Source: an optimization exercise on an open RTL-to-GDS flow (aim: small area, a short achievable clock period and few clock cycles). Production flows keep margins and buffers that such runs may drop.
Function was checked by simulation only, so behaviour that the tests miss may differ from the original.
Power and IR drop assume default switching activity.

build 98:
## TPU
module TPU(
    clk,
    rst_n,
    in_valid,
    K,
    M,
    N,
    busy,
    A_wr_en,
    A_index,
    A_data_in,
    A_data_out,
    B_wr_en,
    B_index,
    B_data_in,
    B_data_out,
    C_wr_en,
    C_index,
    C_data_in,
    C_data_out
);
make LEC_CHECK=0 CAP_MARGIN=20 CORE_MARGIN=2 CORE_UTILIZATION=60 CTS_CLUSTER_DIAMETER=90 CTS_CLUSTER_SIZE=22 PLACE_DENSITY=0.72 SETUP_SLACK_MARGIN=5 SLEW_MARGIN=20 TNS_END_PERCENT=50 finish   # period 10.0 ns
run.sh (not shown) runs the stock make flow with config.mk's settings and CLKGATE_MAP_FILE= SYNTH_SCRIPT=/design/flow/synth_recipe.tcl, a recipe that flattens the netlist after the stock synthesis.
Build 98: no failed stages, no open violations at the end
Testbench counts of build 98, summed over its fixed seeds: cycles 431,998.
For build 8, these inputs were changed with respect to build 98:
- changing CORE_UTILIZATION from 60 to 70
- changing PLACE_DENSITY from 0.72 to 0.8
- removing SETUP_SLACK_MARGIN (formerly 5)
==> flow/flow/run.sh (new file) <==
#!/bin/bash
# Layout: the standard flow (standard.sh, unchanged synthesis), with the
# timing repair aimed at a shorter period than the 10 ns constraint, so that
# the layout's achieved period is pushed down. The make output goes to
# standard.log; ORFS keeps each step's own log under orfs/logs/.
set -euo pipefail
cd "$(dirname "${BASH_SOURCE[0]}")/.."
bash standard.sh SETUP_SLACK_MARGIN=7.0 finish > standard.log 2>&1
==> flow/standard.sh (new file) <==
#!/bin/bash
# synth_recipe.tcl (not shown) runs the flow's synth.tcl, then flattens the netlist and writes it again
# the make line also repeats each setting of config.mk as NAME=value (left out here)
make -C /OpenROAD-flow-scripts/flow DESIGN_CONFIG=/design/flow/config.mk WORK_HOME=/design/flow/orfs CLKGATE_MAP_FILE= SYNTH_SCRIPT=/design/flow/synth_recipe.tcl "${@:-finish}"
removed: flow/run.sh
Notes after the runs:
Achievable frequency, build 98 and build 8: higher on build 8
Delta (build 8 minus build 98): post-cts resize count saw an increase; total power went down 0.59%.
### build 8 -> build 62
- changing CORE_UTILIZATION from 70 to 40
- removing CTS_CLUSTER_DIAMETER (formerly 90)
- removing PLACE_DENSITY (formerly 0.8)
- removing TNS_END_PERCENT (formerly 50)
- removing CTS_CLUSTER_SIZE (formerly 22)
diff --git a/flow/flow/run.sh b/flow/flow/run.sh
--- a/flow/flow/run.sh
+++ b/flow/flow/run.sh
@@ -7,2 +7,2 @@
 cd "$(dirname "${BASH_SOURCE[0]}")/.."
-bash standard.sh SETUP_SLACK_MARGIN=7.0 finish > standard.log 2>&1
+bash standard.sh SETUP_SLACK_MARGIN=6.5 finish > standard.log 2>&1
## What came out
Build 62 closes out successfully: all stages finished, all timing, DRC and antenna checks passed. Number of buffers added for setup after CTS delta for build 62 relative to build 8: 39 lower. Going from build 8 to build 62, the number of gates given a new drive strength after cts was found to have gone down by about 70%. On sequential power, build 62 and build 8 are neck and neck. Higher TritonCTS buffer count was reported by build 62, not build 8. Going from build 8 to build 62, the clock power was found to have gone up by about 100%. Against build 8, build 62 reports a combinational fraction of design power that is lower. Non-clock buffer count ends up lower on build 62. Total routed wirelength grows by a little under 10% when moving from build 8 to build 62. Total power: build 62 above build 8.
Here is what was changed in the inputs of build 22 compared with build 62.
- an added CTS_CLUSTER_SIZE of 22
- a change of CORE_UTILIZATION from 40 to 60
- an added PLACE_DENSITY of 0.72
- an added CTS_CLUSTER_DIAMETER of 90
diff --git a/flow/flow/run.sh b/flow/flow/run.sh
--- a/flow/flow/run.sh
+++ b/flow/flow/run.sh
@@ -7,2 +7,2 @@
 cd "$(dirname "${BASH_SOURCE[0]}")/.."
-bash standard.sh SETUP_SLACK_MARGIN=6.5 finish > standard.log 2>&1
+bash standard.sh SETUP_SLACK_MARGIN=7.0 finish > standard.log 2>&1
--- outcome ---
- For build 62, the capture point of the critical path was C_data_in[34], unlike build 22, where it was C_wr_en.
- Summary: with build 62 as the reference, full die area in build 22 moved down by more than a quarter.
- Build 22 vs. build 62: total setup buffers inserted after CTS now larger; total clock sinks comparable.
- Comparing build 22 and build 62, the lower register-to-register slack was measured on build 62.
- Changes observed in build 22 relative to build 62: number of cell rows fell 18%; number of clock-tree buffers in the layout fell 126.

TPU again, from the RTL that the note above started with.
clock: 10.0 ns
lec_check: 0
cap_margin: 20
core_margin: 2
core_utilization: 60
place_density: 0.72
slew_margin: 20
standard.sh (not shown) runs the stock make flow with config.mk's settings and CLKGATE_MAP_FILE= SYNTH_SCRIPT=/design/flow/synth_recipe.tcl, a recipe that flattens the netlist after the stock synthesis.
==> flow/flow/run.sh <==
#!/bin/bash
# Layout: the standard flow (standard.sh, unchanged synthesis), with the
# timing repair aimed at a shorter period than the 10 ns constraint, so that
# the layout's achieved period is pushed down. The make output goes to
# standard.log; ORFS keeps each step's own log under orfs/logs/.
set -euo pipefail
cd "$(dirname "${BASH_SOURCE[0]}")/.."
bash standard.sh SETUP_SLACK_MARGIN=6.5 finish > standard.log 2>&1
The baseline passed the timing, DRC and antenna checks.
Testbench counts at the start, summed over its fixed seeds: cycles 431,998.
Then changed:
--- a/flow/flow/run.sh
+++ b/flow/flow/run.sh
@@ -7,2 +7,2 @@
 cd "$(dirname "${BASH_SOURCE[0]}")/.."
-bash standard.sh SETUP_SLACK_MARGIN=6.5 finish > standard.log 2>&1
+bash standard.sh SETUP_SLACK_MARGIN=7.0 finish > standard.log 2>&1
--- a/flow/config.mk
+++ b/flow/config.mk
@@ -10,3 +10,6 @@
 export CORE_UTILIZATION = 60
+export CTS_CLUSTER_DIAMETER = 90
+export CTS_CLUSTER_SIZE = 22
 export PLACE_DENSITY = 0.72
 export SLEW_MARGIN = 20
+export TNS_END_PERCENT = 50
The changed run passed the timing, DRC and antenna checks.
Design area falls by 2.4%.
Power falls by 8.6%.
Global-route usage barely changes.
Final cell count falls by 1.2%.
Sequential share of layout area rises by 1.0 points.

==> re-timing with driven ports <==
The results above use ideal ports. As a check the final layouts listed here were re-extracted and re-timed, cells and wires unchanged.
Step 1, drivers: a clkbuf_16 drives clk and a buf_2 each remaining input, both assumed.
Step 2 times the ports against the registers' clock, not the clock port: input delays grow and output delays shrink by t, the midpoint of the rising clock arrivals with the driver on.
Three values: ideal ports, drivers, drivers and shift; two values: the first two.
| run | shift t [ns] | setup slack, ns | hold WS [ns] | slew at the worst register clock pin (ns) |
|---|---|---|---|---|
| build 98 | 0.758 | 5.971 / 5.971 / 5.693 | 0.352 / 0.352 / 0.352 | 0.10 / 0.10 |
| build 8 | 0.795 | 6.706 / 6.630 / 6.239 | 0.346 / 0.346 / 0.346 | 0.10 / 0.10 |
| build 62 | 0.856 | 6.561 / 6.477 / 5.733 | 0.347 / 0.347 / 0.347 | 0.06 / 0.06 |
| build 22 | 0.810 | 6.710 / 6.633 / 6.181 | 0.351 / 0.351 / 0.351 | 0.10 / 0.10 |
| the first run of note 2 | 0.822 | 6.509 / 6.438 / 5.752 | 0.340 / 0.340 / 0.340 | 0.07 / 0.07 |
| the second run of note 2 | 0.749 | 6.777 / 6.704 / 6.227 | 0.355 / 0.355 / 0.355 | 0.10 / 0.10 |
After both steps every run listed still meets setup and hold. For build 62, which loses most, drivers alone change the setup slack by -0.084 ns; drivers and shift together by -0.828 ns.
